Context: an optimization exercise on an open-source flow, tuned for small area, a short achievable clock period and few clock cycles. The choices shown serve that exercise and are no tape-out recipe. In this exercise RTL edits were held to simulation tests only and were not proved equivalent to the original. Power figures rest on the tool's default switching activity, not on a simulated workload.

## run D
==> flow/design.v <==
module Instruction_Decoder(
  input        load,
  input  [2:0] in_n, in_m,    
  input  [2:0] ir_n, ir_m,    
  input        en_n, en_m,    
  input  [7:0] busy,          
  output [7:0] sel_n, sel_m,  
  output       fwd_n, fwd_m   
);
wire [7:0] dn = load ? (8'd1 << in_n) : (8'd1 << ir_n);
wire [7:0] dm = load ? (8'd1 << in_m) : (8'd1 << ir_m);
assign sel_n = dn & ~busy & {8{en_n}};
assign sel_m = dm & ~busy & {8{en_m}};
assign fwd_n = |(dn & busy) & en_n;
assign fwd_m = |(dm & busy) & en_m;
endmodule
module ALU(
  input  [15:0] p,       
  input  [15:0] g,       
  input         inv,     
  input         a15,     
  input         is_and,  
  input         wc,      
  input         cmp,     
  input  [15:0] c,       
  input  [2:0]  nvz,     
  output [15:0] res,     
  output [15:0] out_n,   
  output [2:0]  nvz_n    
);
wire [15:0] gl [0:4];
wire [15:0] pl [0:4];
assign gl[0] = g;
assign pl[0] = p;
genvar l, i;
generate
  for (l = 0; l < 4; l = l + 1) begin : lvl
    for (i = 0; i < 16; i = i + 1) begin : bt
      if (i >= (1 << l)) begin : comb
        assign gl[l+1][i] = gl[l][i] | (pl[l][i] & gl[l][i - (1 << l)]);
        assign pl[l+1][i] = pl[l][i] & pl[l][i - (1 << l)];
      end else begin : pass
        assign gl[l+1][i] = gl[l][i];
        assign pl[l+1][i] = pl[l][i];
      end
    end
  end
endgenerate
wire [15:0] cy = {gl[4][14:0], 1'b0};
wire [15:0] r0 = is_and ? g : (p ^ {16{inv}});
wire [15:0] r1 = is_and ? g : ~(p ^ {16{inv}});
wire [15:0] o0 = wc ? r0 : c;
wire [15:0] o1 = wc ? r1 : c;
genvar k;
generate
  for (k = 0; k < 16; k = k + 1) begin : sel
    assign res[k]   = cy[k] ? r1[k] : r0[k];
    assign out_n[k] = cy[k] ? o1[k] : o0[k];
  end
endgenerate
wire r15 = ~(p[15] ^ cy[15]);
assign nvz_n = cmp ? {r15, p[15] & (r15 ^ a15), &p} : nvz;
endmodule
module cpu(clk,reset,s,load,in,out,N,V,Z,w);
input clk, reset, s, load;
input [15:0] in;
output [15:0] out;
output N, V, Z, w;
reg [15:0] ir;
reg [15:0] R [0:7];
always @(posedge clk)
  if (load) ir <= in;
wire [15:0] ins = load ? in : ir;
wire [2:0] opcode = ins[15:13];
wire [1:0] op = ins[12:11];
wire [2:0] rn = ins[10:8];
wire [2:0] rd = ins[7:5];
wire [1:0] sh = ins[4:3];
wire [2:0] rm = ins[2:0];
wire go = s & ~reset;
wire is_movi = (opcode == 3'b110) & (op == 2'b10);
wire is_mov  = (opcode == 3'b110) & (op == 2'b00);
wire is_alu  = (opcode == 3'b101);
wire is_cmp  = is_alu & (op == 2'b01);
wire is_and  = is_alu & (op == 2'b10);
wire writes_c = is_mov | (is_alu & (op != 2'b01));
wire use_a   = is_alu & (op != 2'b11);    
wire inv     = is_alu & op[0];
reg [15:0] p2, g2;
reg a15_2, inv2, and2, wr2, wc2, cmp2;
reg [2:0] wa2;
reg [15:0] c;
reg [2:0] nvz;
wire [15:0] res, out_n;
wire [2:0] nvz_n;
wire [7:0] busy = {8{wr2}} & (8'd1 << wa2);
wire [7:0] sel_n, sel_m;
wire fwd_n, fwd_m;
Instruction_Decoder dec(.load(load), .in_n(in[10:8]), .in_m(in[2:0]),
  .ir_n(ir[10:8]), .ir_m(ir[2:0]), .en_n(1'b1), .en_m(~is_movi), .busy(busy),
  .sel_n(sel_n), .sel_m(sel_m), .fwd_n(fwd_n), .fwd_m(fwd_m));
reg [15:0] a, bs;
integer k;
always @(*) begin
  a  = {16{fwd_n}} & res;
  bs = {16{fwd_m}} & res;
  for (k = 0; k < 8; k = k + 1) begin
    a  = a  | ({16{sel_n[k]}} & R[k]);
    bs = bs | ({16{sel_m[k]}} & R[k]);
  end
end
reg  [15:0] b;
always @(*)
  case (sh)
    2'b00: b = bs;
    2'b01: b = {bs[14:0], 1'b0};
    2'b10: b = {1'b0, bs[15:1]};
    default: b = {bs[15], bs[15:1]};
  endcase
wire [15:0] x = is_movi ? {{8{ins[7]}}, ins[7:0]} : ((use_a ? a : 16'd0) ^ {16{inv}});
always @(posedge clk) begin
  p2    <= x ^ b;
  g2    <= x & b;
  a15_2 <= a[15];
  inv2  <= inv;
  and2  <= is_and;
  wr2   <= go & (is_movi | writes_c);
  wc2   <= go & writes_c;
  cmp2  <= go & is_cmp;
  wa2   <= is_movi ? rn : rd;
end
ALU alu(.p(p2), .g(g2), .inv(inv2), .a15(a15_2), .is_and(and2), .wc(wc2),
        .cmp(cmp2), .c(c), .nvz(nvz), .res(res), .out_n(out_n), .nvz_n(nvz_n));
always @(posedge clk) begin
  if (wr2) R[wa2] <= res;
  c   <= out_n;
  nvz <= nvz_n;
end
assign out = out_n;
assign {N, V, Z} = nvz_n;
assign w = 1'b1;
endmodule
clock: 5.5 ns
lec_check: 0
cap_margin: 5
core_margin: 2
core_utilization: 40
cts_buf_list: sky130_fd_sc_hd__clkbuf_8
cts_cluster_diameter: 60
cts_cluster_size: 20
setup_slack_margin: 2.5
slew_margin: 5
synth_hierarchical: 1
tns_end_percent: 0
standard.sh (not shown) runs the stock make flow with config.mk's settings and CLKGATE_MAP_FILE= SYNTH_SCRIPT=/design/flow/synth_recipe.tcl, a recipe that flattens the netlist after the stock synthesis.
==> flow/flow/run.sh <==
#!/bin/bash
# The standard layout, with plain buffers (rather than the delay cells
# buffer_ports picks by default) on the input and output ports.
set -euo pipefail
bash standard.sh BUFFER_PORTS_ARGS="-buffer_cell sky130_fd_sc_hd__buf_2" finish > standard.log 2>&1
Both conditions hold for run D: the flow ran to the end and the final layout passed the timing, design-rule and antenna checks.
Testbench counts of run D, summed over its fixed seeds: cycles 24,064.
The inputs of run Y differ from those of run D as listed below.
Settings: swapping 5 for 20 in SLEW_MARGIN; swapping 5 for 20 in CAP_MARGIN.
### Flow results
- Mean routed wirelength per cell: run D vs run Y identical
- From run Y to run D, post-route cell area did not move at all.
- In terms of largest net degree at the start of global routing, run Y and run D differ only marginally.
- Total power per unit cell area delta (run Y -> run D): insignificant
- Comparing run Y against run D, there is no change at all in routed via count.
- | XOR/XNOR share of the synthesized area | run Y vs run D | ≈ equal |

==> afterwards: timing with drivers on the ports <==
Ports are ideal in the flow. The routed layouts listed here were re-timed in OpenROAD. Step 1: set_driving_cell puts a clkbuf_16 on clk and a buf_2 on each other input, an assumption about the parent block. Step 2, shift: input delay + t, output delay - t, t = (earliest + latest rising clock arrival at the registers) / 2. This alone moves slack from input paths to output paths. a / b / c = ideal ports / drivers / drivers and shift; a / b = the first two.
run	t (ns)	slack for setup (ns)	worst data-port slew with drivers (ns)	cell pins on the clock port's net
run D	0.563	1.920 / 1.878 / 1.406	0.06	1
run Y	0.563	1.920 / 1.878 / 1.406	0.06	1
After both steps every run listed still meets setup and hold.
